From an optimization exercise on the open Yosys and OpenROAD flow, aimed at small area, a short achievable clock period and few clock cycles; shortcuts taken in it are not production practice.
No functional check of the RTL was part of any run shown here.
Power figures rest on the tool's default switching activity, not on a simulated workload.

==> flow/flow/run.sh <==
#!/bin/bash
set -euo pipefail
bash standard.sh SETUP_SLACK_MARGIN=5.7 finish > standard_flow.log 2>&1
==> flow/config.mk <==
export PLATFORM = sky130hd
export DESIGN_NAME = process
export DESIGN_NICKNAME = process
export VERILOG_FILES = /design/flow/design.v
export SDC_FILE = /design/flow/constraint.sdc
export NUM_CORES = 4
export LEC_CHECK = 0
export ABC_CLOCK_PERIOD_IN_PS = 2500
export CAP_MARGIN = 20
export CORE_MARGIN = 2
export CORE_UTILIZATION = 40
export CTS_CLUSTER_DIAMETER = 120
export CTS_CLUSTER_SIZE = 25
export SLEW_MARGIN = 20
==> flow/constraint.sdc <==
create_clock -name core_clock -period 8.0 [get_ports {clk}]
set_input_delay 1.6000 -clock core_clock [delete_from_list [all_inputs] [get_ports {clk}]]
set_output_delay 1.6000 -clock core_clock [all_outputs]
set_load 0.01 [all_outputs]
==> flow/design.v <==
`timescale 1ns / 1ps
module process(
  input clk,
  input rst,
  input [23:0] in_pix,
  output reg [5:0] row, col,
  output reg out_we,
  output reg [23:0] out_pix,
  output reg mirror_done,
  output reg gray_done,
  output reg filter_done
);
localparam integer K  = 4;             
localparam integer NS = 64 / K;        
localparam integer LS = 2 * K + 2;     
localparam [1:0] ST_MIR = 2'd0, ST_GRAY = 2'd1, ST_SHP = 2'd2, ST_DONE = 2'd3;
localparam [2:0] WS_PIX = 3'd0, WS_GRAY = 3'd1, WS_TOP = 3'd2, WS_LAST = 3'd3,
                 WS_LASTF = 3'd4, WS_S = 3'd5, WS_HOLD = 3'd6;
reg [1:0]  stage;
reg [12:0] cnt;       
reg [4:0]  slot;      
wire [12:0] inc = cnt + ((stage == ST_SHP && cnt[6]) ? 13'd64 : 13'd1);
wire [6:0]  sc = cnt[6:0];
wire [4:0]  strip = cnt[11:7];
wire        c64 = sc[6];
wire        c0 = (sc == 7'd0);
wire        s_first = (strip == 0);
wire        s_last = (strip == NS - 1);
wire        s_virt = (strip == NS);
reg [5:0] n_row, n_col;
reg       n_we;
reg [2:0] n_wsel;
reg       n_sr, n_virt, n_proc, n_swap, n_jk;
reg [1:0]  x_stage;
reg [12:0] x_cnt;
reg [4:0]  x_slot;
reg [1:0] hs, lo, cs;
wire [3:0] sm1 = strip[3:0] - 1'b1, sp1 = strip[3:0] + 1'b1;
always @* begin
  n_row = 0; n_col = 0; n_we = 0; n_wsel = WS_S;
  n_sr = 0; n_virt = 0; n_proc = 0; n_swap = 0; n_jk = 0;
  x_stage = stage; x_cnt = cnt; x_slot = slot;
  hs = 0; lo = 0; cs = 0;
  case (stage)
    ST_MIR: begin
      n_row = (slot == 5'd1) ? ~{1'b0, cnt[10:6]} : {1'b0, cnt[10:6]};
      n_col = cnt[5:0];
      n_we  = (slot != 5'd0);
      n_wsel = WS_PIX;
      if (slot == 5'd2) begin
        x_slot = 0;
        x_cnt = inc;
        if (cnt[10:0] == 11'h7ff) begin
          x_stage = ST_GRAY;
          x_cnt = 13'h1fff;
        end
      end else
        x_slot = slot + 1'b1;
    end
    ST_GRAY: begin
      if (!slot[0]) begin
        n_row = inc[11:6];
        n_col = inc[5:0];
        n_wsel = WS_GRAY;
        x_slot = 1;
      end else begin
        n_row = cnt[11:6];
        n_col = cnt[5:0];
        n_we = !cnt[12];
        n_wsel = WS_HOLD;
        x_slot = 0;
        x_cnt = inc;
        if (cnt == 13'h0fff) begin
          x_stage = ST_SHP;
          x_cnt = 0;
        end
      end
    end
    ST_SHP: begin
      hs = 2'd0; lo = 2'd0; cs = 2'd0;
      case (slot[3:0])
        4'd0: begin                                    
          lo = 2'd1; n_sr = 1; n_virt = c64 || s_virt;
        end
        4'd1: begin                                    
          n_sr = 1; n_virt = c64 || s_virt;
          n_wsel = (s_virt || (s_last && !c0)) ? WS_LASTF : WS_LAST;
        end
        4'd2: begin                                    
          n_wsel = WS_HOLD; lo = 2'd3;
          if (c0) begin hs = 2'd1; cs = 2'd3; n_we = !s_first; end
          else begin cs = 2'd2; n_we = (sc != 7'd1); end
        end
        4'd3: begin                                    
          hs = 2'd1; lo = 2'd3; n_sr = 1; n_virt = c64 || s_first;
          n_proc = 1; n_swap = 1;
        end
        4'd4: begin                                    
          hs = 2'd1; lo = 2'd3; n_we = !s_first && !c64; n_wsel = WS_TOP;
        end
        4'd5: begin                                    
          lo = 2'd2; n_sr = 1; n_virt = c64; n_proc = 1;
        end
        4'd6: begin                                    
          cs = 2'd1; n_we = !c0;
        end
        4'd7: begin                                    
          lo = 2'd3; n_sr = 1; n_virt = c64; n_proc = 1; n_jk = 1;
        end
        4'd8: begin                                    
          lo = 2'd1; cs = 2'd1; n_we = !c0;
        end
        4'd9: begin                                    
          hs = 2'd2; n_sr = 1; n_virt = c64 || s_last; n_proc = 1;
        end
        default: begin                                 
          lo = 2'd2; cs = 2'd1; n_we = !c0;
        end
      endcase
      n_row = {(hs == 2'd1) ? sm1 : (hs == 2'd2) ? sp1 : strip[3:0], lo};
      n_col = (cs == 2'd0) ? sc[5:0] : (cs == 2'd1) ? sc[5:0] - 1'b1 :
              (cs == 2'd2) ? sc[5:0] - 2'd2 : 6'd63;
      if (s_virt && slot == 5'd2) begin
        x_stage = ST_DONE;
      end else if (slot == LS) begin
        x_slot = 0;
        x_cnt = inc;
      end else
        x_slot = slot + 1'b1;
    end
    default: ;
  endcase
end
reg t0_sr, t0_virt, t0_proc, t0_swap, t0_jk, t0_c0;
reg t1_sr, t1_virt, t1_proc, t1_swap, t1_jk, t1_c0;
reg t2_proc;
always @(posedge clk) begin
  if (rst) begin
    stage <= ST_MIR;
    cnt <= 0;
    slot <= 5'd1;                    
    row <= 0; col <= 0; out_we <= 0;
    mirror_done <= 0; gray_done <= 0; filter_done <= 0;
    t0_sr <= 0; t0_virt <= 0; t0_proc <= 0; t0_swap <= 0; t0_jk <= 0; t0_c0 <= 0;
  end else begin
    stage <= x_stage; cnt <= x_cnt; slot <= x_slot;
    row <= n_row; col <= n_col; out_we <= n_we;
    mirror_done <= (stage != ST_MIR);
    gray_done <= stage[1];
    filter_done <= (stage == ST_DONE);
    t0_sr <= n_sr; t0_virt <= n_virt; t0_proc <= n_proc;
    t0_swap <= n_swap; t0_jk <= n_jk; t0_c0 <= c0;
  end
end
always @(posedge clk) begin
  t1_sr <= t0_sr; t1_virt <= t0_virt; t1_proc <= t0_proc && t0_sr;
  t1_swap <= t0_swap; t1_jk <= t0_jk; t1_c0 <= t0_c0;
  t2_proc <= t1_proc;
end
reg  [23:0] cap;
wire [7:0] ir = in_pix[23:16];
wire [7:0] cr = cap[23:16], cg = cap[15:8], cb = cap[7:0];
wire [7:0] ig = in_pix[15:8], ib = in_pix[7:0];
reg  rg, rb, gb;                  
wire [8:0] s_rg = cr + cg, s_rb = cr + cb, s_gb = cg + cb;
wire [8:0] gsum = (rg != rb) ? s_gb : (rg == gb) ? s_rb : s_rg;
wire [7:0] gval = gsum[8:1];
reg  [7:0]  gu, gm;               
reg  [7:0]  gl_cur, gl_prev;      
reg  [9:0]  vr;                   
reg  [12:0] tr;                   
reg  [9:0]  ra [0:K-1];           
reg  [9:0]  rv [0:K-1];           
wire [7:0]  gnew = t1_virt ? 8'd0 : cap[15:8];
wire [9:0]  vsum = gu + gm + gnew;
wire [9:0]  vold = t1_c0 ? 10'd0 : rv[0];
wire [12:0] tval = {2'b00, gm, 3'b000} + {4'b0000, gm, 1'b0} - {3'b000, vold};
wire [12:0] anew = tr - {3'b000, vr};
wire [9:0]  asat = anew[12] ? 10'd0 : (|anew[11:10] ? 10'd1023 : anew[9:0]);
wire [10:0] sraw = {1'b0, ra[0]} - {1'b0, vr};
wire [7:0]  sclamp = sraw[10] ? 8'd0 : (|sraw[9:8] ? 8'd255 : sraw[7:0]);
integer e;
always @(posedge clk) begin
  cap <= in_pix;
  rg <= ir >= ig;
  rb <= ir >= ib;
  gb <= ig >= ib;
  vr <= vsum;
  tr <= tval;
  if (t1_sr) begin
    gu <= gm;
    gm <= t1_swap ? gu : gnew;
  end
  if (t1_sr && t1_jk) begin
    gl_prev <= gl_cur;
    gl_cur <= gnew;
  end
  if (t2_proc) begin
    for (e = 0; e < K - 1; e = e + 1) begin
      ra[e] <= ra[e + 1];
      rv[e] <= rv[e + 1];
    end
    ra[K - 1] <= asat;
    rv[K - 1] <= vr;
  end
  case (n_wsel)
    WS_PIX:   out_pix <= in_pix;
    WS_GRAY:  out_pix <= {8'd0, gval, 8'd0};
    WS_TOP:   out_pix <= {8'd0, ir, 8'd0};
    WS_LAST:  out_pix <= {sclamp, gl_prev, 8'd0};
    WS_LASTF: out_pix <= {8'd0, sclamp, 8'd0};
    WS_HOLD:  out_pix <= out_pix;
    default:  out_pix <= {8'd0, sclamp, 8'd0};
  endcase
end
endmodule
==> flow/standard.sh <==
#!/bin/bash
# synth_recipe.tcl (not shown) runs the flow's synth.tcl, then flattens the netlist and writes it again
# the make line also repeats each setting of config.mk as NAME=value (left out here)
make -C /OpenROAD-flow-scripts/flow DESIGN_CONFIG=/design/flow/config.mk WORK_HOME=/design/flow/orfs CLKGATE_MAP_FILE= SYNTH_SCRIPT=/design/flow/synth_recipe.tcl "${@:-finish}"
==> impl_metrics.toml, run 1 <==
[logic_synthesis]
synth_edf_count = 136
ys_types = 77
yosys_register_bits = 235
netlist_area_um2 = 12400
synth_top_cell_by_area = "edfxtp_1"
ys_seq_area_frac = 0.489
synth_top_cell_area_share = 0.329
synth_cells = 1136
ys_warn_count = 3
synth.most_common_cell = "edfxtp_1"
synthTopCellsByArea = "edfxtp_1 (33%), dfxtp_1 (16%), ha_1 (10%)"
syn_area_per_cell_um2 = 10.9
synth_flop_cell = "edfxtp_1"
synthArstFlopShare = 0
synth_nets = 1282
synthTopCellsByCount = "edfxtp_1 (136), ha_1 (100), dfxtp_1 (99), inv_1 (84), nor2_1 (72)"

[global_routing]
grt_use_total = 0.189
grtUsageMet1 = 0.271
antenna_found_initial = 0
met3_usage = 0.0243
grt_pass1_vias = 9008
busiest_layer = "met2"
grt_max_degree = 81
gr-total-overflow = 0
grt_pass1_wl_um = 49500
met2_usage = 0.303

[worst_hold_path]
whs_path_depth = 0
hp-class = "flip-flop to flip-flop"
hp-start = "t0_c0$_SDFF_PP0_"
whs_endpoint = "t1_c0$_DFF_P_"

[timing]
finalCriticalPeriod_ns = 2.86
max_freq_mhz = 350
setup_viol = 0
skew_ns = 0.0190
final.period_utilization = 0.357
hold_violations = 0
worstMarginPinSlew_ns = 1.08
relSlewSlack = 0.283
fin_tns_setup_ns = 0
slew_viol_final = 0
rsz0062_at_grt = "true"

[floorplanning]
die-height_um = 180
fp.dieW_um = 180
core_area_um2 = 30600
io_pins = 66
die_area_um2 = 32400
initial_utilization = 0.405
num_rows = 64

[clock_network]
cts_buffer_depth = 3
cts.sinks = 235
cts.clk_slew.worst_paths_ns = 0.10
htreeDepth = 1
root_buffer = "clkbuf_16"
cts_tree = "built"
cts_made_buffers = 13
insertion_delay_ns = 0.50

[power_and_ir_drop]
peakVddDrop_v = 0.000105
powerDensity_nw_per_um2 = 181
p_leak_nw = 6.24

[placed_design]
io_buffers = 65
dp_hpwl_um = 20400
place_congestion = 0.854

[route]
ant_nets = 0
drt_iter0_drc = 683
drc = 0
routed_wl_um = 31600
drt-vias-per-instance = 5.44
drt_pre_antenna_iters = 5
vias = 9214
wl_per_cell_um = 18.7

[worst_setup_path]
worst-setup-path-type = "flip-flop to flip-flop"
path_max_fanout = 4
cp-end-kind = "flip-flop"
critical_path.startpoint = "rg$_DFF_P_"
rrSetupSlack_ns = 5.14
critPathArrivalTime_ns = 3.10
worstPathRequired_ns = 8.24
r2r_end = "out_pix[15]$_DFFE_PP_"
start_kind = "flip-flop"
rr_worst_depth = 10
r2r_start = "rg$_DFF_P_"

[flow_run]
cap_violations = 0

[finish]
antenna_cells = 0
final_core_util = 0.522
drive_above_1_share = 0.324
num-nets-final = 1437
area_delta_synth_final_pct = 28.9

[status]
outcome = "complete, no violations"
==> sequential cells by signal, summed over array words and instances, names as in the netlist, 2 cells and up <==
register	flops
stage	2
row	6
gm	8
ra	40
out_pix	24
cnt	13
rv	40
gl_prev	8
cap	24
gl_cur	8
vr	10
slot	5
col	6
tr	13
gu	8
==> how the worst max path moves through the flow <==
stage | to | slack, ns | depth (start not counted)
2_1_floorplan | rg$_DFF_P_ | 5.20 | 9
3_3_place_gp | rg$_DFF_P_ | 4.33 | 9
3_5_place_dp | gb$_DFF_P_ | 4.32 | 10
4_1_cts | out_pix[15]$_DFFE_PP_ | 5.16 | 10
5_1_grt | out_pix[14]$_DFFE_PP_ | 5.05 | 10
6_report | out_pix[15]$_DFFE_PP_ | 5.14 | 10
==> power by group <==
| part | switching, mW | total, mW | internal [mW] |
|---|---|---|---|
| logic | 0.403 | 0.794 | 0.391 |
| clock network | 0.409 | 0.741 | 0.333 |
| registers | 0.0414 | 1.36 | 1.32 |
| total | 0.853 | 2.89 | 2.04 |
==> per-stage QoR <==
step                      cells  power (mW)  hold WS (ns)  instance area [um^2]  worst slack [ns]
after floorplan            1136        1.81         0.310                 12800              5.20
after CTS                  1659        2.85         0.332                 15400              5.16
after global routing       1694        3.04         0.335                 16000              5.05
after detailed placement   1559        1.96         0.315                 13800              4.32
after global placement     1559        1.96         0.312                 13800              4.33
final                      1694        2.89         0.330                 16000              5.14
==> final cells by class <==
cell class | count | area (um^2)
flip-flops and latches | 235 | 6150
clock buffers | 20 | 373
well taps | 396 | 495
inverters | 84 | 357
repair buffers | 173 | 1440
fillers | 2670 | 14600
clock inverters | 2 | 25.0
multi-input cells | 784 | 7140
==> per-layer routing <==
metal | up-vias | share of wire
li1 | 4468 | -
met1 | 4496 | 0.48
met2 | 210 | 0.46
met3 | 40 | 0.042
met4 | 0 | 0.019
met5 | - | 0
==> cells by family (layout without fill, tap and decap cells) <==
group           count (synthesis)  count (layout)  share of synthesized area
compound gates                295             295                      0.163
xor+xnor                       42              43                     0.0312
fa+ha+maj                     120             120                      0.133
buf+inv                       123             279                     0.0386
flops                         235             235                      0.489
mux                            25              26                     0.0217
simple gates                  296             300                      0.123
==> worst max-delay path, stage by stage, from the launching register on <==
cell and delay [ns]:
dfxtp_4 0.38, xnor2_4 0.26, mux2_4 0.36, fa_2 0.40
a21oi_4 0.18, o31ai_4 0.11, o311a_1 0.31, o21ai_2 0.12
a22oi_2 0.09, a221oi_2 0.31, a311oi_1 0.08
==> layout by cell type (no fill, tap or decap), types with 10 or more instances in the layout <==
cell / count
a22o_1: 10
nand3_1: 21
inv_2: 15
xor2_1: 19
ha_1: 68
o21ai_0: 38
nor2b_1: 21
mux2_2: 10
dfxtp_4: 16
xnor2_1: 18
nor3_1: 21
nand2_1: 53
a21oi_1: 56
dfxtp_1: 61
nor2_1: 68
dfxtp_2: 22
nand2b_1: 12
o21a_1: 21
inv_1: 62
and2_1: 18
edfxtp_1: 136
clkdlybuf4s50_1: 10
clkbuf_16: 14
buf_4: 89
a21o_1: 23
fa_1: 15
buf_6: 25
buf_2: 33
ha_4: 27
==> what timing repair did <==
action / 4_1_cts / 5_1_grt
pin swaps: 61 / 49
gates cloned: 3 / 3
buffers inserted: 75 / 32
setup endpoints to repair: 145 / 122
resized for setup: 410 / 63
hold buffers: 0 / 0
endpoints found under the hold margin: 0 / 0
==> inputs of run 2 (changes only) <==
--- a/flow/design.v
+++ b/flow/design.v
@@ -142,5 +142,4 @@
     row <= 0; col <= 0; out_we <= 0;
     mirror_done <= 0; gray_done <= 0; filter_done <= 0;
-    t0_sr <= 0; t0_virt <= 0; t0_proc <= 0; t0_swap <= 0; t0_jk <= 0; t0_c0 <= 0;
   end else begin
     stage <= x_stage; cnt <= x_cnt; slot <= x_slot;
@@ -149,21 +148,19 @@
     gray_done <= stage[1];
     filter_done <= (stage == ST_DONE);
-    t0_sr <= n_sr; t0_virt <= n_virt; t0_proc <= n_proc;
-    t0_swap <= n_swap; t0_jk <= n_jk; t0_c0 <= c0;
   end
 end
 always @(posedge clk) begin
-  t1_sr <= t0_sr; t1_virt <= t0_virt; t1_proc <= t0_proc && t0_sr;
+  t0_sr <= n_sr; t0_virt <= n_virt; t0_proc <= n_proc;
+  t0_swap <= n_swap; t0_jk <= n_jk; t0_c0 <= c0;
+  t1_sr <= t0_sr; t1_virt <= t0_virt; t1_proc <= t0_proc;
   t1_swap <= t0_swap; t1_jk <= t0_jk; t1_c0 <= t0_c0;
   t2_proc <= t1_proc;
 end
-reg  [23:0] cap;
-wire [7:0] ir = in_pix[23:16];
-wire [7:0] cr = cap[23:16], cg = cap[15:8], cb = cap[7:0];
-wire [7:0] ig = in_pix[15:8], ib = in_pix[7:0];
-reg  rg, rb, gb;                  
-wire [8:0] s_rg = cr + cg, s_rb = cr + cb, s_gb = cg + cb;
+wire [7:0] ir = in_pix[23:16], ig = in_pix[15:8], ib = in_pix[7:0];
+wire rg = ir >= ig, rb = ir >= ib, gb = ig >= ib;
+wire [8:0] s_rg = ir + ig, s_rb = ir + ib, s_gb = ig + ib;
 wire [8:0] gsum = (rg != rb) ? s_gb : (rg == gb) ? s_rb : s_rg;
-wire [7:0] gval = gsum[8:1];
+reg  [7:0] gval;                  
+reg  [7:0] capg;                  
 reg  [7:0]  gu, gm;               
 reg  [7:0]  gl_cur, gl_prev;      
@@ -172,5 +169,5 @@
 reg  [9:0]  ra [0:K-1];           
 reg  [9:0]  rv [0:K-1];           
-wire [7:0]  gnew = t1_virt ? 8'd0 : cap[15:8];
+wire [7:0]  gnew = t1_virt ? 8'd0 : capg;
 wire [9:0]  vsum = gu + gm + gnew;
 wire [9:0]  vold = t1_c0 ? 10'd0 : rv[0];
@@ -182,8 +179,6 @@
 integer e;
 always @(posedge clk) begin
-  cap <= in_pix;
-  rg <= ir >= ig;
-  rb <= ir >= ib;
-  gb <= ig >= ib;
+  gval <= gsum[8:1];
+  capg <= ig;
   vr <= vsum;
   tr <= tval;
==> flow/run.sh (new file) <==
#!/bin/bash
# synth_recipe.tcl (not shown) runs the flow's synth.tcl, then flattens the netlist and writes it again
# the make line also repeats each setting of config.mk as NAME=value (left out here)
make -C /OpenROAD-flow-scripts/flow DESIGN_CONFIG=/design/flow/config.mk WORK_HOME=/design/flow/orfs CLKGATE_MAP_FILE= SYNTH_SCRIPT=/design/flow/synth_recipe.tcl finish
--- a/flow/config.mk
+++ b/flow/config.mk
@@ -12,3 +12,4 @@
 export CTS_CLUSTER_DIAMETER = 120
 export CTS_CLUSTER_SIZE = 25
+export SETUP_SLACK_MARGIN = 5
 export SLEW_MARGIN = 20
removed: flow/flow/run.sh
removed: flow/standard.sh
==> impl_metrics.toml, run 2 <==
[status]
outcome = "complete, no violations"

[logic_synthesis]
ys_seq_area_frac = 0.483
synthTopCellsByArea = "edfxtp_1 (34%), dfxtp_1 (15%), ha_1 (10%)"
synth.most_common_cell = "edfxtp_1"
muxShareOfSynthArea = 0.0211
ys_warn_count = 3
synth-compound-area-share = 0.152
syn_area_per_cell_um2 = 10.7
synth_xor_xnor_area_share = 0.0339
synth_nets = 1282
synth_cells = 1136
synth_edf_count = 136
synth_top_cell_by_area = "edfxtp_1"
synth_fa_ha_area_frac = 0.136
netlist_area_um2 = 12100
synthSimpleGateAreaFrac = 0.126
synth_flop_cell = "edfxtp_1"
synth_top_cell_area_share = 0.337
ys_types = 78
synthTopCellsByCount = "edfxtp_1 (136), inv_1 (104), ha_1 (100), dfxtp_1 (88), nor2_1 (83)"
yosys_register_bits = 224
synthArstFlopShare = 0
synth_top_family_by_area = "compound AO/OA/AOI/OAI gates"

[worst_setup_path]
start_kind = "input pin"
path_common_cell = "a21o_1"
path_max_fanout = 4
critPathArrivalTime_ns = 4.60
crit_chain = "buf_8 -> clkinvlp_4 -> ha_4 -> a21o_1 -> a31oi_4 -> o21ai_4 -> o41ai_4 -> xnor2_4 -> buf_6 -> nand2_2 -> o21ai_2 -> ha_2 -> a21o_1 -> a21o_1 -> a21o_1 -> a21oi_2 -> o21bai_1 -> a21oi_1 -> mux2i_1"
worstPathRequired_ns = 8.37
cp_slowest_cell = "o41ai_4"
worst-setup-path-type = "input pin to flip-flop"
slowest_delay_ns = 0.41
cp-end-kind = "flip-flop"

[finish]
final_common_cell = "edfxtp_1"
layout_common_cells = "edfxtp_1 (136), inv_1 (93), ha_1 (83)"
num-nets-final = 1374
final_core_util = 0.488
area_delta_synth_final_pct = 19.8
stdcell_count = 1624
reg_top3 = "ra (40), rv (40), out_pix (24)"
n_fill_cell = 2703
antenna_cells = 0
drive_above_1_share = 0.193
stdcell_area_um2 = 14500

[global_routing]
grt_pass1_wl_um = 44500
grt_use_total = 0.176
grt_max_degree = 81
antenna_found_initial = 0
gr-total-overflow = 0
grt_pass1_vias = 8478

[placed_design]
placed_cell_area_um2 = 13100
dp_hpwl_um = 19400
io_buffers = 65
dp_cells = 1557
place_congestion = 0.866

[route]
routed_wl_um = 28200
ant_nets = 0
vias = 8548
drt-vias-per-instance = 5.26
wl_per_cell_um = 17.3
drc = 0
drt_iter0_drc = 751
drt_pre_antenna_iters = 5

[clock_network]
htreeDepth = 1
cts.sinks = 224
cts_buffer_depth = 3
cts_tree = "built"
cts.clk_slew.worst_paths_ns = 0.11
cts_made_buffers = 12
root_buffer = "clkbuf_16"
insertion_delay_ns = 0.49
cts_hold_buf = 0

[timing]
skew_ns = 0.0278
finalCriticalPeriod_ns = 4.23
rsz0062_at_grt = "true"
hold_violations = 0
worstMarginPinSlew_ns = 1.11
final.period_utilization = 0.528
relSlewSlack = 0.257
fin_tns_setup_ns = 0
max_freq_mhz = 237
setup_viol = 0
slew_viol_final = 0

[power_and_ir_drop]
p_leak_nw = 5.74
powerDensity_nw_per_um2 = 255
peakVddDrop_v = 0.000145

[floorplanning]
io_pins = 66
num_rows = 63
initial_utilization = 0.408
core_area_um2 = 29700
fp.dieW_um = 178
die_area_um2 = 31700
die-height_um = 178

[flow_run]
cap_violations = 0

[worst_hold_path]
hp-class = "flip-flop to flip-flop"
-- run 2: cell types whose count changed after synthesis, moves of 10 or more --
cell	delta
xnor2_1	+11
o21ai_1	+15
dfxtp_1	-11
inv_1	+20
a22o_1	-10
nand3_1	-10
nor2_1	+11
-- run 2: stage by stage --
step | power, mW | hold WS [ns] | setup slack (ns)
after floorplan | 2.43 | 0.310 | 3.49
after global placement | 2.82 | 0.311 | 2.37
after detailed placement | 2.83 | 0.312 | 2.32
after CTS | 3.58 | 0.330 | 3.72
after global routing | 3.92 | 0.338 | 3.66
final | 3.69 | 0.329 | 3.77
-- run 2: path summary, 6_finish.rpt --
kind                                 startpoint                     to  slack (ns)  cells past startpoint
worst max register to register    vr[0]$_DFF_P_  out_pix[14]$_DFFE_PP_        5.06                     11
worst min-delay path            t1_proc$_DFF_P_        t2_proc$_DFF_P_        0.33                      0
worst min register to register  t1_proc$_DFF_P_        t2_proc$_DFF_P_        0.33                      0
worst max-delay path                  in_pix[1]        gval[7]$_DFF_P_        3.77                     19
-- run 2: report_power, final --
| group | leakage [nW] | total, mW | switching (mW) | internal [mW] |
|---|---|---|---|---|
| clock network | 0.168 | 0.671 | 0.366 | 0.305 |
| registers | 1.99 | 1.46 | 0.0784 | 1.38 |
| logic | 3.58 | 1.57 | 0.845 | 0.720 |
| total | 5.74 | 3.69 | 1.29 | 2.41 |
-- run 2: critical path, delay by kind of cell --
kind | cells | cell delay (ns)
xor+xnor | 1 | 0.20
fa+ha+maj | 2 | 0.47
mux | 1 | 0.08
simple gates | 1 | 0.06
buf+inv | 3 | 0.35
compound gates | 11 | 1.80
-- run 2: layer usage --
metal	up-vias	track usage	share of wire
met5	-	0	0
met1	4124	0.243	0.47
met4	0	0.0369	0.015
li1	4218	-	-
met3	29	0.0226	0.037
met2	177	0.297	0.48
-- run 2: cell type report --
class,count,area (um^2),share of cell area
clock buffer,20,352,0.0242
inverter,104,397,0.0273
multi-input combinational,771,6350,0.437
sequential,224,5870,0.405
tap,390,488,0.0336
timing repair buffer,115,1060,0.0728
-- run 2: kinds of logic after synthesis --
logic type / after synthesis
simple gates: 299
compound gates: 281
flops: 224
buf+inv: 142
fa+ha+maj: 120
xor+xnor: 46
mux: 24
-- run 2: repair_timing --
item,CTS,global route
pin swaps,30,44
endpoints found under the setup margin,65,63
gates resized for setup,150,109
gates cloned,0,1
buffers inserted,27,19
==> inputs of run 3 (changes only) <==
==> flow/flow/run.sh (new file) <==
#!/bin/bash
set -euo pipefail
bash standard.sh SETUP_SLACK_MARGIN=5.5 MATCH_CELL_FOOTPRINT=0 finish > standard_flow.log 2>&1
==> flow/standard.sh (new file) <==
#!/bin/bash
# synth_recipe.tcl (not shown) runs the flow's synth.tcl, then flattens the netlist and writes it again
# the make line also repeats each setting of config.mk as NAME=value (left out here)
make -C /OpenROAD-flow-scripts/flow DESIGN_CONFIG=/design/flow/config.mk WORK_HOME=/design/flow/orfs CLKGATE_MAP_FILE= SYNTH_SCRIPT=/design/flow/synth_recipe.tcl "${@:-finish}"
--- a/flow/config.mk
+++ b/flow/config.mk
@@ -12,4 +12,3 @@
 export CTS_CLUSTER_DIAMETER = 120
 export CTS_CLUSTER_SIZE = 25
-export SETUP_SLACK_MARGIN = 5
 export SLEW_MARGIN = 20
removed: flow/run.sh
==> impl_metrics.toml, run 3 <==
[status]
outcome = "complete, no violations"

[finish]
stdcell_area_um2 = 15600
layout_common_cells = "edfxtp_1 (136), buf_4 (97), inv_1 (80)"
antenna_cells = 0
num-nets-final = 1455
stdcell_count = 1705
reg_top3 = "ra (40), rv (40), out_pix (24)"
drive_above_1_share = 0.331
final_core_util = 0.524
final_common_cell = "edfxtp_1"
area_delta_synth_final_pct = 28.7

[logic_synthesis]
synth_nets = 1282
netlist_area_um2 = 12100
synth_edf_count = 136
synth_flop_cell = "edfxtp_1"
yosys_register_bits = 224
synth.most_common_cell = "edfxtp_1"
ys_warn_count = 3
synth_top_cell_by_area = "edfxtp_1"
synth_cells = 1136
synth_top_cell_area_share = 0.337
synthArstFlopShare = 0
ys_seq_area_frac = 0.483
synthTopCellsByCount = "edfxtp_1 (136), inv_1 (104), ha_1 (100), dfxtp_1 (88), nor2_1 (83)"
ys_types = 78
synthTopCellsByArea = "edfxtp_1 (34%), dfxtp_1 (15%), ha_1 (10%)"
syn_area_per_cell_um2 = 10.7

[worst_setup_path]
worstPathRequired_ns = 8.38
cp_slowest_cell = "o41ai_4"
worst-setup-path-type = "input pin to flip-flop"
slowest_delay_ns = 0.40
critPathTopFamily = "compound AO/OA/AOI/OAI gates"
start_kind = "input pin"
critPathArrivalTime_ns = 4.67
path_common_cell = "a21o_1"
crit_chain = "buf_12 -> ha_4 -> a21o_1 -> a31oi_4 -> o21ai_2 -> o41ai_4 -> xnor2_4 -> mux2i_1 -> nor2_1 -> fa_2 -> a21o_1 -> a21o_1 -> a21o_1 -> a21oi_2 -> buf_4 -> xnor2_2 -> mux2i_1"
worst-path-buf-inv = 2
cp-end-kind = "flip-flop"
path_max_fanout = 3

[route]
drt_pre_antenna_iters = 5
drt-vias-per-instance = 5.36
ant_nets = 0
drt_iter0_drc = 700
vias = 9134
drc = 0
wl_per_cell_um = 17.8
routed_wl_um = 30400

[global_routing]
grt_pass1_vias = 8799
antenna_found_initial = 0
gr-total-overflow = 0
grt_use_total = 0.190
grt_pass1_wl_um = 47700
grt_max_degree = 81

[timing]
skew_ns = 0.0343
hold_violations = 0
worstMarginPinSlew_ns = 1.03
slew_viol_final = 0
relSlewSlack = 0.311
max_freq_mhz = 233
setup_viol = 0
rsz0062_at_grt = "true"
fin_tns_setup_ns = 0
finalCriticalPeriod_ns = 4.30
final.period_utilization = 0.537

[floorplanning]
num_rows = 63
io_pins = 66
core_area_um2 = 29700
die_area_um2 = 31700
initial_utilization = 0.408
die-height_um = 178
fp.dieW_um = 178

[placed_design]
place_congestion = 0.831
io_buffers = 65
placed_cell_area_um2 = 13300
dp_hpwl_um = 19400
dp_cells = 1556

[power_and_ir_drop]
p_total_mw = 3.97
p_leak_nw = 6.30
peakVddDrop_v = 0.000148
powerDensity_nw_per_um2 = 255

[clock_network]
cts.sinks = 224
cts_made_buffers = 12
cts_tree = "built"
root_buffer = "clkbuf_16"
cts_buffer_depth = 3
insertion_delay_ns = 0.49
htreeDepth = 1
cts.clk_slew.worst_paths_ns = 0.11

[flow_run]
cap_violations = 0

[worst_hold_path]
hp-class = "flip-flop to flip-flop"
-- run 3: final cells by class --
| class | instances | area, um^2 |
|---|---|---|
| Fill cell | 2574 | 14100 |
| Multi-Input combinational cell | 774 | 6770 |
| Sequential cell | 224 | 5920 |
| Timing Repair Buffer | 193 | 1660 |
| Tap cell | 390 | 488 |
| Inverter | 104 | 399 |
| Clock buffer | 20 | 352 |
-- run 3: per-stage QoR --
step,setup WS [ns],hold slack (ns)
global placement,2.32,0.311
global route,3.59,0.337
CTS,3.76,0.331
floorplan,3.52,0.310
finish,3.70,0.330
detailed placement,2.18,0.312
-- run 3: worst register-to-register path, delay by kind of cell (launching register included) --
kind / cells / cell delay (ns)
AO/OA/AOI/OAI: 6 / 1.02
adder cells (fa/ha/maj): 2 / 0.55
buffers and inverters: 1 / 0.17
flip-flops: 1 / 0.38
AND/OR/NAND/NOR: 2 / 0.43
-- run 3: metal layers --
layer	track usage	vias to the layer above	wire (um)
li1	-	4400	-
met1	0.271	4430	14000
met2	0.317	266	14400
met3	0.0183	38	1460
met4	0.0389	0	543
met5	0	-	0
-- run 3: what timing repair did --
action / in CTS / in global routing
buffers inserted: 80 / 44
pin swaps: 79 / 58
endpoints found under the setup margin: 149 / 111
hold buffers: 0 / 0
resized for setup: 333 / 91
cloned: 4 / 1
-- run 3: cell families after synthesis --
family          after synthesis  share of synthesized area
flops                       224                      0.483
fa+ha+maj                   120                      0.136
compound gates              281                      0.152
xor+xnor                     46                     0.0339
mux                          24                     0.0211
simple gates                299                      0.126
buf+inv                     142                     0.0483
-- run 3: power by group --
part / total [mW] / internal [mW] / switching (mW) / leakage [nW]
combinational: 1.83 / 0.863 / 0.969 / 4.12
clock: 0.676 / 0.306 / 0.371 / 0.168
sequential: 1.47 / 1.38 / 0.0839 / 2.00
total: 3.97 / 2.55 / 1.42 / 6.30
-- run 3: worst paths after layout --
path | startpoint | depth (start not counted) | endpoint | slack, ns
worst max-delay path | in_pix[10] | 17 | gval[5]$_DFF_P_ | 3.70
worst min-delay path | t1_proc$_DFF_P_ | 0 | t2_proc$_DFF_P_ | 0.33
worst max register to register | vr[0]$_DFF_P_ | 11 | out_pix[14]$_DFFE_PP_ | 5.19
worst min register to register | t1_proc$_DFF_P_ | 0 | t2_proc$_DFF_P_ | 0.33
==> inputs of run 4 (changes only) <==
--- a/flow/design.v
+++ b/flow/design.v
@@ -157,10 +157,12 @@
   t2_proc <= t1_proc;
 end
-wire [7:0] ir = in_pix[23:16], ig = in_pix[15:8], ib = in_pix[7:0];
-wire rg = ir >= ig, rb = ir >= ib, gb = ig >= ib;
-wire [8:0] s_rg = ir + ig, s_rb = ir + ib, s_gb = ig + ib;
-wire [8:0] gsum = (rg != rb) ? s_gb : (rg == gb) ? s_rb : s_rg;
-reg  [7:0] gval;                  
-reg  [7:0] capg;                  
+reg  [23:0] cap;
+wire [7:0] ir = in_pix[23:16];
+wire [7:0] cr = cap[23:16], cg = cap[15:8], cb = cap[7:0];
+wire rg = cr >= cg, rb = cr >= cb, gb = cg >= cb;
+wire [8:0] s_rg = cr + cg, s_rb = cr + cb, s_gb = cg + cb;
+wire       med_r = rg ^ rb, med_g = !med_r && (rg == gb), med_b = !med_r && (rg != gb);
+wire [8:0] gsum = ({9{med_r}} & s_gb) | ({9{med_g}} & s_rb) | ({9{med_b}} & s_rg);
+wire [7:0] gval = gsum[8:1];
 reg  [7:0]  gu, gm;               
 reg  [7:0]  gl_cur, gl_prev;      
@@ -169,5 +171,5 @@
 reg  [9:0]  ra [0:K-1];           
 reg  [9:0]  rv [0:K-1];           
-wire [7:0]  gnew = t1_virt ? 8'd0 : capg;
+wire [7:0]  gnew = t1_virt ? 8'd0 : cap[15:8];
 wire [9:0]  vsum = gu + gm + gnew;
 wire [9:0]  vold = t1_c0 ? 10'd0 : rv[0];
@@ -179,6 +181,5 @@
 integer e;
 always @(posedge clk) begin
-  gval <= gsum[8:1];
-  capg <= ig;
+  cap <= in_pix;
   vr <= vsum;
   tr <= tval;
==> flow/run.sh (new file) <==
#!/bin/bash
# synth_recipe.tcl (not shown) runs the flow's synth.tcl, then flattens the netlist and writes it again
# the make line also repeats each setting of config.mk as NAME=value (left out here)
make -C /OpenROAD-flow-scripts/flow DESIGN_CONFIG=/design/flow/config.mk WORK_HOME=/design/flow/orfs CLKGATE_MAP_FILE= SYNTH_SCRIPT=/design/flow/synth_recipe.tcl finish
--- a/flow/config.mk
+++ b/flow/config.mk
@@ -12,3 +12,4 @@
 export CTS_CLUSTER_DIAMETER = 120
 export CTS_CLUSTER_SIZE = 25
+export SETUP_SLACK_MARGIN = 5
 export SLEW_MARGIN = 20
removed: flow/flow/run.sh
removed: flow/standard.sh
==> impl_metrics.toml, run 4 <==
[status]
outcome = "complete, no violations"

[logic_synthesis]
synthArstFlopShare = 0
ys_seq_area_frac = 0.463
synthTopCellsByArea = "edfxtp_1 (32%), dfxtp_1 (15%), ha_1 (11%)"
synthTopCellsByCount = "edfxtp_1 (136), ha_1 (109), inv_1 (100), dfxtp_1 (96)"
yosys_register_bits = 232
synth_top_cell_area_share = 0.315
synth_flop_cell = "edfxtp_1"
syn_area_per_cell_um2 = 10.4
ys_warn_count = 3
synth_nets = 1398
ys_types = 88
synth_cells = 1242
netlist_area_um2 = 13000
synth_top_cell_by_area = "edfxtp_1"
synth.most_common_cell = "edfxtp_1"
synth_edf_count = 136

[global_routing]
gr-total-overflow = 0
grt_max_degree = 81
grt_pass1_wl_um = 48400
grt_use_total = 0.180
antenna_found_initial = 0
grt_pass1_vias = 8890

[timing]
max_freq_mhz = 338
finalWorstSetupSlack_ns = 5.04
fin_tns_setup_ns = 0
hold_violations = 0
skew_ns = 0.0256
setup_viol = 0
slew_viol_final = 0
final.period_utilization = 0.370
worstMarginPinSlew_ns = 1.05
finalCriticalPeriod_ns = 2.96
rsz0062_at_grt = "true"
relSlewSlack = 0.303

[worst_setup_path]
worstPathRequired_ns = 6.40
r2r_start = "cap[6]$_DFF_P_"
critPathArrivalTime_ns = 1.36
slowest_delay_ns = 0.54
start_kind = "flip-flop"
cp_slowest_cell = "clkdlybuf4s50_1"
path_max_fanout = 1
cp-end-kind = "output port"
worst-path-buf-inv = 1
worst-setup-path-type = "flip-flop to output port"
critPathTopFamily = "buffers and inverters"
critical_path.startpoint = "col[2]$_SDFF_PP0_"
crit_chain = "clkdlybuf4s50_1"

[finish]
final_common_cell = "edfxtp_1"
area_delta_synth_final_pct = 13.0
regArea_um2 = 6030
drive_above_1_share = 0.0849
multi_input_area_um2 = 6590
num-nets-final = 1446
layout_common_cells = "edfxtp_1 (136), ha_1 (103), inv_1 (97)"
n_fill_cell = 2985
antenna_cells = 0
reg_top3 = "ra (40), rv (40)"

[clock_network]
insertion_delay_ns = 0.49
cts_made_buffers = 13
cts_tree = "built"
root_buffer = "clkbuf_16"
cts_buffer_depth = 3
cts.clk_slew.worst_paths_ns = 0.10
htreeDepth = 1
cts_hold_buf = 0
cts.sinks = 232

[placed_design]
place_worst_setup_slack_ns = 4.33
io_buffers = 65
dp_hpwl_um = 22600
place_congestion = 0.927

[power_and_ir_drop]
p_sw_mw = 0.774
powerDensity_nw_per_um2 = 181
switching_share = 0.291
p_seq_frac = 0.504
power_frac_clock = 0.265
peakVddDrop_v = 0.000100
p_total_mw = 2.66
combinationalPowerShare = 0.231
p_leak_nw = 5.70
p_int_mw = 1.88

[route]
drc = 0
drt_pre_antenna_iters = 5
ant_nets = 0
drt-vias-per-instance = 5.50
routed_wl_um = 30700
wl_per_cell_um = 18.1
vias = 9344
drt_iter0_drc = 669

[floorplanning]
core_area_um2 = 31700
fp.dieW_um = 184
num_rows = 65
initial_utilization = 0.409
die-height_um = 184
io_pins = 66
die_area_um2 = 33900

[worst_hold_path]
hp-class = "flip-flop to flip-flop"
hp-start = "t1_proc$_DFF_P_"

[flow_run]
cap_violations = 0
-- run 4: changes by cell type after synthesis, sizes merged, moves of 10 or more --
cell   change
a21oi     +19
mux2      -12
o21a      +10
o21ai     -21
o31ai     +12
-- run 4: cell type report --
class,instances,area share
Clock buffer,19,0.0237
Clock inverter,2,0.00171
Inverter,100,0.0259
Multi-Input combinational cell,866,0.450
Sequential cell,232,0.411
Tap cell,402,0.0343
Timing Repair Buffer,77,0.0530
-- run 4: cells by family (layout without fill, tap and decap cells) --
family                   count (synthesis)  after routing  synth area share
AO/OA/AOI/OAI                          328            328             0.177
multiplexers                             4              4           0.00309
AND/OR/NAND/NOR                        351            352             0.140
flip-flops                             232            232             0.463
XOR/XNOR                                52             52            0.0357
adder cells (fa/ha/maj)                130            130             0.138
buffers and inverters                  145            198            0.0437
-- run 4: what timing repair did --
action | 4_1_cts | 5_1_grt
gates resized for setup | 31 | 53
setup endpoints to repair | 56 | 90
pin swaps | 1 | 3
cloned | 0 | 1
setup buffers | 1 | 8
-- run 4: metal layers --
layer  track usage  vias up  share of wire
met4        0.0349        0          0.013
met1         0.256     4474           0.47
met5             0        -              0
met3        0.0287       26          0.058
li1              -     4609              -
met2         0.291      235           0.46
-- run 4: per-stage QoR --
stage / instances / instance area (um^2) / utilization / hold WS [ns]
finish: 1698 / 14700 / 0.462 / 0.329
CTS: 1689 / 14400 / 0.454 / 0.332
global route: 1698 / 14700 / 0.462 / 0.334
detailed placement: 1667 / 14000 / 0.440 / 0.313
global placement: 1667 / 14000 / 0.440 / 0.312
floorplan: 1242 / 13000 / - / 0.310
-- run 4: path summary, 6_finish.rpt --
check / to / slack [ns] / cells after the start
max: col[2] / 5.04 / 1
max reg2reg: out_pix[8]$_DFFE_PP_ / 5.07 / 9
min reg2reg: t2_proc$_DFF_P_ / 0.33 / 0
min: t2_proc$_DFF_P_ / 0.33 / 0
-- run 4: power by group through the flow --
stage	Sequential [mW]	Clock [mW]	Combinational, mW
2_1_floorplan	1.35	0	0.436
3_3_place_gp	1.36	0	0.581
3_5_place_dp	1.36	0	0.585
4_1_cts	1.34	0.731	0.595
5_1_grt	1.34	0.775	0.684
6_report	1.34	0.705	0.614
==> inputs of run 5 (changes only) <==
==> flow/flow/run.sh (new file) <==
#!/bin/bash
set -euo pipefail
bash standard.sh SETUP_SLACK_MARGIN=5.35 MATCH_CELL_FOOTPRINT=0 finish > standard_flow.log 2>&1
==> flow/standard.sh (new file) <==
#!/bin/bash
# synth_recipe.tcl (not shown) runs the flow's synth.tcl, then flattens the netlist and writes it again
# the make line also repeats each setting of config.mk as NAME=value (left out here)
make -C /OpenROAD-flow-scripts/flow DESIGN_CONFIG=/design/flow/config.mk WORK_HOME=/design/flow/orfs CLKGATE_MAP_FILE= SYNTH_SCRIPT=/design/flow/synth_recipe.tcl "${@:-finish}"
--- a/flow/config.mk
+++ b/flow/config.mk
@@ -12,4 +12,3 @@
 export CTS_CLUSTER_DIAMETER = 120
 export CTS_CLUSTER_SIZE = 25
-export SETUP_SLACK_MARGIN = 5
 export SLEW_MARGIN = 20
removed: flow/run.sh
==> impl_metrics.toml, run 5 <==
[status]
outcome = "complete, no violations"

[route]
drt_pre_antenna_iters = 5
drc = 0
vias = 9759
ant_nets = 0
routed_wl_um = 32700
drt-vias-per-instance = 5.56
drt_iter0_drc = 747
wl_per_cell_um = 18.6

[worst_setup_path]
r2r_end = "out_pix[15]$_DFFE_PP_"
cp_slowest_cell = "a2111oi_4"
rrSetupSlack_ns = 5.31
path_max_fanout = 6
rr_worst_depth = 10
crit_chain = "ha_4 -> nand2b_4 -> a2111oi_4 -> o31ai_4 -> buf_4 -> buf_4 -> nor3_1 -> nor2_1 -> o2111ai_1 -> a21oi_1"
start_kind = "flip-flop"
slowest_delay_ns = 0.44
r2r_start = "cap[0]$_DFF_P_"
worstPathRequired_ns = 8.24
cp-end-kind = "flip-flop"
worst-setup-path-type = "flip-flop to flip-flop"
path_common_cell = "buf_4"
critPathArrivalTime_ns = 2.94

[finish]
reg_top3 = "ra (40), rv (40)"
regArea_um2 = 6100
n_fill_cell = 2847
multi_input_area_um2 = 7330
area_delta_synth_final_pct = 21.9
antenna_cells = 0
layout_common_cells = "edfxtp_1 (136), nor2_1 (87), inv_1 (83)"
drive_above_1_share = 0.232
num-nets-final = 1502
final_common_cell = "edfxtp_1"

[flow_run]
cap_violations = 0

[logic_synthesis]
synth_top_cell_by_area = "edfxtp_1"
synth_flop_cell = "edfxtp_1"
synth_nets = 1398
synth.most_common_cell = "edfxtp_1"
yosys_register_bits = 232
synth_top_cell_area_share = 0.315
ys_seq_area_frac = 0.463
netlist_area_um2 = 13000
synth_edf_count = 136
syn_area_per_cell_um2 = 10.4
ys_warn_count = 3
synthArstFlopShare = 0
ys_types = 88
synthTopCellsByCount = "edfxtp_1 (136), ha_1 (109), inv_1 (100), dfxtp_1 (96)"
synthTopCellsByArea = "edfxtp_1 (32%), dfxtp_1 (15%), ha_1 (11%)"
synth_cells = 1242

[placed_design]
place_congestion = 0.911
io_buffers = 65
dp_hpwl_um = 22600

[worst_hold_path]
hp-class = "flip-flop to flip-flop"
hp-start = "t1_proc$_DFF_P_"
whs_path_depth = 0
whs_endpoint = "t2_proc$_DFF_P_"

[timing]
setup_viol = 0
final.period_utilization = 0.337
relSlewSlack = 0.333
skew_ns = 0.0181
fin_tns_setup_ns = 0
rsz0062_at_grt = "true"
max_freq_mhz = 371
worstMarginPinSlew_ns = 1.00
finalCriticalPeriod_ns = 2.69
hold_violations = 0
slew_viol_final = 0

[global_routing]
antenna_found_initial = 0
grt_pass1_vias = 9305
grt_pass1_wl_um = 50200
grt_use_total = 0.187
grt_max_degree = 81
gr-total-overflow = 0

[clock_network]
cts_made_buffers = 13
cts_buffer_depth = 3
cts.sinks = 232
cts_tree = "built"
insertion_delay_ns = 0.49
cts.clk_slew.worst_paths_ns = 0.10
root_buffer = "clkbuf_16"
htreeDepth = 1

[floorplanning]
core_area_um2 = 31700
die-height_um = 184
fp.dieW_um = 184
die_area_um2 = 33900
num_rows = 65
io_pins = 66
initial_utilization = 0.409

[power_and_ir_drop]
p_total_mw = 2.79
p_leak_nw = 6.08
peakVddDrop_v = 0.000101
powerDensity_nw_per_um2 = 177
## run 5: worst max-delay path by stage
stage | from | endpoint | depth (start not counted)
2_1_floorplan | stage[0]$_SDFFE_PP0P_ | cnt[10]$_SDFFE_PP0P_ | 15
3_3_place_gp | rst | row[0]$_SDFF_PP0_ | 3
3_5_place_dp | stage[0]$_SDFFE_PP0P_ | out_pix[2]$_DFFE_PP_ | 7
4_1_cts | cap[9]$_DFF_P_ | out_pix[15]$_DFFE_PP_ | 11
5_1_grt | cap[0]$_DFF_P_ | out_pix[15]$_DFFE_PP_ | 10
6_report | cap[0]$_DFF_P_ | out_pix[15]$_DFFE_PP_ | 10
## run 5: layout make-up
| type | count | share of cell area |
|---|---|---|
| multi-input cells | 867 | 0.463 |
| flip-flops and latches | 232 | 0.386 |
| repair buffers | 132 | 0.0702 |
| well taps | 402 | 0.0318 |
| inverters | 100 | 0.0251 |
| clock buffers | 19 | 0.0220 |
| clock inverters | 2 | 0.00142 |
## run 5: cells by family after synthesis
group / count (synthesis) / share of synthesized area
multiplexers: 4 / 0.00309
AND/OR/NAND/NOR: 351 / 0.140
XOR/XNOR: 52 / 0.0357
adder cells (fa/ha/maj): 130 / 0.138
buffers and inverters: 145 / 0.0437
flip-flops: 232 / 0.463
AO/OA/AOI/OAI: 328 / 0.177
## run 5: per-stage QoR
stage | area, um^2 | hold WS, ns | cells | setup slack (ns) | util
after floorplan | 13000 | 0.310 | 1242 | 5.22 | -
after global placement | 14000 | 0.313 | 1665 | 4.71 | 0.440
after detailed placement | 14000 | 0.313 | 1665 | 4.66 | 0.440
after CTS | 14900 | 0.336 | 1714 | 5.29 | 0.471
after global routing | 15800 | 0.340 | 1754 | 5.18 | 0.498
final | 15800 | 0.333 | 1754 | 5.31 | 0.498
## run 5: power by group
group	switching, mW	internal, mW	total, mW
clock network	0.392	0.313	0.705
logic	0.398	0.348	0.746
registers	0.0418	1.30	1.34
total	0.832	1.96	2.79
## run 5: critical path: cells and delay by family (launching register included)
family	cells	cell delay [ns]
DFF	1	0.40
and+or+nand+nor	3	0.47
buffers and inverters	2	0.31
AOI/OAI and AO/OA	4	1.05
adders and majority gates	1	0.21
## run 5: layer usage
metal | GRT usage | share of wire | up-vias
met5 | 0 | 0 | -
met4 | 0.0371 | 0.016 | 0
met3 | 0.0273 | 0.055 | 39
met2 | 0.313 | 0.47 | 263
met1 | 0.258 | 0.46 | 4739
li1 | - | - | 4718
## run 5: timing repair
action	in CTS	in global routing
gates resized for setup	167	140
gates cloned	2	0
hold buffers	0	0
setup buffers	26	40
pin swaps	19	58
hold endpoints to repair	0	0
endpoints found under the setup margin	125	67
==> inputs of run 6 (changes only) <==
--- a/flow/design.v
+++ b/flow/design.v
@@ -20,5 +20,6 @@
 reg [12:0] cnt;       
 reg [4:0]  slot;      
-wire [12:0] inc = cnt + ((stage == ST_SHP && cnt[6]) ? 13'd64 : 13'd1);
+wire [12:0] inc = cnt + 1'b1;
+wire [5:0]  strip_inc = cnt[12:7] + 1'b1;
 wire [6:0]  sc = cnt[6:0];
 wire [4:0]  strip = cnt[11:7];
@@ -125,5 +126,5 @@
       end else if (slot == LS) begin
         x_slot = 0;
-        x_cnt = inc;
+        x_cnt = c64 ? {strip_inc, 7'd0} : inc;
       end else
         x_slot = slot + 1'b1;
--- a/flow/config.mk
+++ b/flow/config.mk
@@ -13,2 +13,3 @@
 export CTS_CLUSTER_SIZE = 25
 export SLEW_MARGIN = 20
+export TNS_END_PERCENT = 0
==> impl_metrics.toml, run 6 <==
[status]
outcome = "complete, no violations"

[clock_network]
cts_tree = "built"
htreeDepth = 1
cts.clk_slew.worst_paths_ns = 0.10
cts.sinks = 232
root_buffer = "clkbuf_16"
insertion_delay_ns = 0.48
cts_made_buffers = 13
cts_buffer_depth = 3
cts_hold_buf = 0

[worst_hold_path]
hp-class = "flip-flop to flip-flop"
hp-start = "t0_swap$_SDFF_PN0_"
whs_path_depth = 0

[logic_synthesis]
synth.most_common_cell = "edfxtp_1"
synth_top_cell_area_share = 0.319
ys_warn_count = 3
synthTopCellsByArea = "edfxtp_1 (32%), dfxtp_1 (15%), ha_1 (11%)"
synth_cells = 1248
ys_types = 77
synth_top_cell_by_area = "edfxtp_1"
synthTopCellsByCount = "edfxtp_1 (136), nor2_1 (112), ha_1 (111), inv_1 (103), dfxtp_1 (96)"
syn_area_per_cell_um2 = 10.2
netlist_area_um2 = 12800
yosys_register_bits = 232
synth_flop_cell = "edfxtp_1"
synth_nets = 1406
ys_seq_area_frac = 0.470
synthArstFlopShare = 0
synth_edf_count = 136

[global_routing]
grt_use_total = 0.189
antenna_found_initial = 1
gr-total-overflow = 0
grt_pass1_vias = 9360
met3_usage = 0.0264
grt_max_degree = 81
met2_usage = 0.315
busiest_layer = "met2"
grtUsageMet1 = 0.255
grt_pass1_wl_um = 50300

[power_and_ir_drop]
peakVddDrop_v = 0.000133
p_leak_nw = 5.76
powerDensity_nw_per_um2 = 249

[floorplanning]
io_pins = 66
num_rows = 65
die_area_um2 = 33400
die-height_um = 183
initial_utilization = 0.405
fp.dieW_um = 183
core_area_um2 = 31600

[timing]
final.period_utilization = 0.371
setup_viol = 0
skew_ns = 0.0229
relSlewSlack = 0.308
worstMarginPinSlew_ns = 1.04
max_freq_mhz = 337
fin_tns_setup_ns = 0
rsz0062_at_grt = "true"
hold_violations = 0
whs_ns = 0.320
finalCriticalPeriod_ns = 2.97
slew_viol_final = 0

[worst_setup_path]
start_kind = "flip-flop"
r2r_start = "cap[10]$_DFF_P_"
cp-end-kind = "output port"
cp_slowest_cell = "clkdlybuf4s50_1"
slowest_delay_ns = 0.53
critical_path.startpoint = "out_pix[23]$_DFFE_PP_"
cp.depth = 1
worst-setup-path-type = "flip-flop to output port"
path_max_fanout = 1
critPathTopFamily = "buffers and inverters"
crit_chain = "clkdlybuf4s50_1"
worstPathRequired_ns = 6.40
worst-path-buf-inv = 1
critPathArrivalTime_ns = 1.37
rr_worst_depth = 11

[finish]
layout_common_cells = "edfxtp_1 (136), nor2_1 (108), ha_1 (105)"
final_common_cell = "edfxtp_1"
antenna_cells = 0
drive_above_1_share = 0.0930
reg_top3 = "ra (40), rv (40)"
area_delta_synth_final_pct = 13.9
num-nets-final = 1453
stdcell_count = 1703

[route]
drt_pre_antenna_iters = 7
wl_per_cell_um = 18.8
ant_nets = 0
routed_wl_um = 32000
vias = 9587
drc = 0
drt-vias-per-instance = 5.63
drt_iter0_drc = 742

[placed_design]
place_congestion = 0.901
dp_cells = 1666
io_buffers = 65
dp_hpwl_um = 23400

[flow_run]
cap_violations = 0
## run 6: area by class of cell
| class | instances | area, um^2 |
|---|---|---|
| clock buffer | 17 | 340 |
| inverter | 105 | 394 |
| fill | 2901 | 17000 |
| tap | 402 | 503 |
| clock inverter | 4 | 25.0 |
| sequential | 232 | 6030 |
| multi-input combinational | 861 | 6440 |
| timing repair buffer | 82 | 833 |
## run 6: cell families after synthesis
| group | count (synthesis) | synth area share |
|---|---|---|
| AO/OA/AOI/OAI | 320 | 0.166 |
| XOR/XNOR | 57 | 0.0390 |
| adder cells (fa/ha/maj) | 132 | 0.141 |
| buffers and inverters | 156 | 0.0473 |
| flip-flops | 232 | 0.470 |
| multiplexers | 6 | 0.00499 |
| AND/OR/NAND/NOR | 345 | 0.132 |
## run 6: routing by layer
metal  share of wire  routed length, um
met4           0.031                991
met2            0.46              14900
met1            0.45              14300
met3           0.059               1880
met5         0.00028                  9
## run 6: worst paths after layout
kind / to / slack [ns]
worst max register to register: out_pix[9]$_DFFE_PP_ / 5.10
worst max-delay path: out_pix[23] / 5.03
worst min-delay path: t1_swap$_DFF_P_ / 0.32
worst min register to register: t1_swap$_DFF_P_ / 0.32
## run 6: metrics by stage
step                area (um^2)   util  setup WS (ns)  total power, mW
global placement          13800  0.436           4.53             2.83
detailed placement        13800  0.436           4.40             2.84
floorplan                 12800      -           5.19             2.42
global route              14600  0.462           4.96             3.84
CTS                       14300  0.453           4.99             3.58
finish                    14600  0.462           5.03             3.62
## run 6: where the power goes
| part | switching [mW] | internal, mW | total, mW | leakage, nW |
|---|---|---|---|---|
| Clock | 0.396 | 0.308 | 0.703 | 0.175 |
| Sequential | 0.101 | 1.41 | 1.51 | 2.06 |
| Combinational | 0.809 | 0.597 | 1.41 | 3.53 |
## run 6: repair_timing
item / in CTS / in global routing
pin swaps: 3 / 8
setup buffers: 5 / 10
endpoints found under the setup margin: 133 / 135
gates resized for setup: 39 / 67
gates cloned: 0 / 1
==> inputs of run 7 (changes only) <==
==> flow/run.sh (new file) <==
#!/bin/bash
# synth_recipe.tcl (not shown) runs the flow's synth.tcl, then flattens the netlist and writes it again
# the make line also repeats each setting of config.mk as NAME=value (left out here)
make -C /OpenROAD-flow-scripts/flow DESIGN_CONFIG=/design/flow/config.mk WORK_HOME=/design/flow/orfs CLKGATE_MAP_FILE= SYNTH_SCRIPT=/design/flow/synth_recipe.tcl finish
--- a/flow/config.mk
+++ b/flow/config.mk
@@ -12,4 +12,5 @@
 export CTS_CLUSTER_DIAMETER = 120
 export CTS_CLUSTER_SIZE = 25
+export SETUP_SLACK_MARGIN = 5
 export SLEW_MARGIN = 20
 export TNS_END_PERCENT = 0
removed: flow/flow/run.sh
removed: flow/standard.sh
==> impl_metrics.toml, run 7 <==
[timing]
finalCriticalPeriod_ns = 3.07
slew_viol_final = 0
max_freq_mhz = 326
finalWorstSetupSlack_ns = 4.93
skew_ns = 0.0203
rsz0062_at_grt = "true"
setup_viol = 0
fin_tns_setup_ns = 0
relSlewSlack = 0.331
worstMarginPinSlew_ns = 1.00
final.period_utilization = 0.384
hold_violations = 0

[clock_network]
htreeDepth = 1
cts_tree = "built"
cts_buffer_depth = 3
cts.sinks = 232
cts_made_buffers = 13
cts.clk_slew.worst_paths_ns = 0.10
insertion_delay_ns = 0.49
root_buffer = "clkbuf_16"

[placed_design]
dp_hpwl_um = 23400
place_worst_setup_slack_ns = 4.46
io_buffers = 65
dp_cells = 1667
place_congestion = 0.961

[finish]
antenna_cells = 0
drive_above_1_share = 0.0625
area_delta_synth_final_pct = 12.1
final_common_cell = "edfxtp_1"
layout_common_cells = "edfxtp_1 (136), ha_1 (109), nor2_1 (108)"
num-nets-final = 1448
reg_top3 = "ra (40), rv (40)"
stdcell_count = 1698

[logic_synthesis]
syn_area_per_cell_um2 = 10.2
yosys_register_bits = 232
ys_warn_count = 3
netlist_area_um2 = 12800
synthTopCellsByArea = "edfxtp_1 (32%), dfxtp_1 (15%), ha_1 (11%)"
synth_top_cell_by_area = "edfxtp_1"
ys_types = 77
synth_top_cell_area_share = 0.319
ys_seq_area_frac = 0.470
synth_nets = 1406
synth.most_common_cell = "edfxtp_1"
synth_edf_count = 136
synthTopCellsByCount = "edfxtp_1 (136), nor2_1 (112), ha_1 (111), inv_1 (103), dfxtp_1 (96)"
synth_cells = 1248
synthArstFlopShare = 0
synth_flop_cell = "edfxtp_1"

[worst_setup_path]
r2r_start = "cap[2]$_DFF_P_"
rr_worst_depth = 10
start_kind = "flip-flop"
worst-setup-path-type = "flip-flop to flip-flop"
critPathArrivalTime_ns = 3.31
worstPathRequired_ns = 8.24
path_max_fanout = 6
cp-end-kind = "flip-flop"
rrSetupSlack_ns = 4.93
r2r_end = "out_pix[14]$_DFFE_PP_"

[route]
ant_nets = 0
routed_wl_um = 31400
drt_pre_antenna_iters = 5
drt-vias-per-instance = 5.53
drt_iter0_drc = 637
wl_per_cell_um = 18.5
vias = 9382
drc = 0

[power_and_ir_drop]
p_leak_nw = 5.54
power_frac_clock = 0.197
p_sw_mw = 1.27
powerDensity_nw_per_um2 = 249
peakVddDrop_v = 0.000110
p_seq_frac = 0.421
p_int_mw = 2.31
switching_share = 0.355
combinationalPowerShare = 0.382

[floorplanning]
fp.dieW_um = 183
die-height_um = 183
die_area_um2 = 33400
initial_utilization = 0.405
core_area_um2 = 31600
num_rows = 65
io_pins = 66

[flow_run]
cap_violations = 0

[global_routing]
grt_use_total = 0.188
grt_pass1_wl_um = 49900
grt_max_degree = 81
antenna_found_initial = 0
grt_pass1_vias = 9229
gr-total-overflow = 0

[worst_hold_path]
hp-start = "t0_jk$_SDFF_PN0_"
hp-class = "flip-flop to flip-flop"
whs_endpoint = "t1_jk$_DFF_P_"
whs_path_depth = 0

[status]
outcome = "complete, no violations"
run 7: cells by family (layout without fill, tap and decap cells):
logic type               Yosys count  count (layout)  share of synthesized area
AO/OA/AOI/OAI                    320             320                      0.166
buffers and inverters            156             203                     0.0473
XOR/XNOR                          57              57                     0.0390
adder cells (fa/ha/maj)          132             132                      0.141
flip-flops                       232             232                      0.470
multiplexers                       6               6                    0.00499
AND/OR/NAND/NOR                  345             346                      0.132
run 7: what timing repair did:
item / in CTS / in global routing
hold buffers: 0 / 0
pin swaps: 3 / 3
cloned: 0 / 1
buffers inserted: 6 / 3
gates resized for setup: 13 / 28
endpoints found under the setup margin: 66 / 93
run 7: per-layer routing:
layer / up-vias / GRT usage / share of wire
li1: 4558 / - / -
met1: 4489 / 0.252 / 0.45
met2: 276 / 0.316 / 0.47
met3: 59 / 0.0252 / 0.054
met4: 0 / 0.0570 / 0.028
met5: - / 0 / 0
run 7: power groups by stage:
stage	Combinational (mW)	Clock [mW]	Sequential (mW)
2_1_floorplan	0.900	0	1.52
3_3_place_gp	1.29	0	1.53
3_5_place_dp	1.30	0	1.53
4_1_cts	1.33	0.734	1.51
5_1_grt	1.51	0.770	1.52
6_report	1.36	0.705	1.51
run 7: area by class of cell:
class | instances | area, um^2
multi-input cells | 861 | 6310
clock inverters | 3 | 33.8
well taps | 402 | 503
clock buffers | 18 | 344
inverters | 105 | 394
fillers | 2957 | 17200
repair buffers | 77 | 738
flip-flops and latches | 232 | 6020
run 7: stage by stage:
stage	hold slack, ns	instance area (um^2)	util	power [mW]
finish	0.321	14300	0.454	3.57
global route	0.336	14300	0.454	3.81
CTS	0.325	14200	0.451	3.57
detailed placement	0.312	13800	0.436	2.83
global placement	0.312	13800	0.436	2.82
floorplan	0.310	12800	-	2.42
run 7: critical path: stages, from the launching register on:
cell	delay, ns
dfxtp_1	0.39
inv_1	0.09
ha_1	0.40
a21oi_1	0.16
o21ai_1	0.15
a211o_1	0.38
or3b_2	0.47
a2111oi_1	0.46
a211o_1	0.16
or4_1	0.10
a31oi_1	0.07
run 7: worst max path at each step:
stage	cells past startpoint	slack, ns	to	from
2_1_floorplan	9	5.17	out_pix[0]$_DFFE_PP_	cnt[7]$_SDFFE_PP0P_
3_3_place_gp	7	4.53	out_pix[7]$_DFFE_PP_	cnt[7]$_SDFFE_PP0P_
3_5_place_dp	8	4.46	out_pix[14]$_DFFE_PP_	slot[0]$_SDFFE_PP1P_
4_1_cts	10	4.84	ra[3][1]$_SDFFCE_PP0P_	vr[0]$_DFF_P_
5_1_grt	12	4.79	vr[9]$_DFF_P_	t1_virt$_DFF_P_
6_report	10	4.93	out_pix[14]$_DFFE_PP_	cap[2]$_DFF_P_

## what the ideal ports hide
The results above use ideal ports. As a check the final layouts listed here were re-extracted and re-timed, cells and wires unchanged.
Step 1 sets driving cells, clkbuf_16 on the clock port and buf_2 on the other inputs (assumed; they add their load-dependent delay and slew).
Step 2 moves the port delays by t, midway between the first and last clock arrival at a register: inputs arrive t later, outputs are due t later. That takes back most of the time a late clock gives input paths.
a / b / c = ideal ports / drivers / drivers and shift; a / b = the first two.
run	shift t [ns]	slack for setup (ns)	worst setup path at the end	pins driven straight from the clock port
run 1	0.538	5.144 / 5.144 / 4.798	input to register	1
run 2	0.520	3.772 / 3.768 / 3.248	input to register	1
run 3	0.524	3.705 / 3.703 / 3.180	input to register	1
run 4	0.531	5.041 / 4.988 / 4.709	input to register	1
run 5	0.533	5.306 / 5.273 / 4.992	input to register	1
run 6	0.520	5.033 / 4.986 / 5.025	input to register	1
run 7	0.536	4.931 / 4.890 / 4.555	input to register	1
After both steps every run listed still meets setup and hold. For run 3, which loses most, drivers alone change the setup slack by -0.002 ns; drivers and shift together by -0.525 ns.
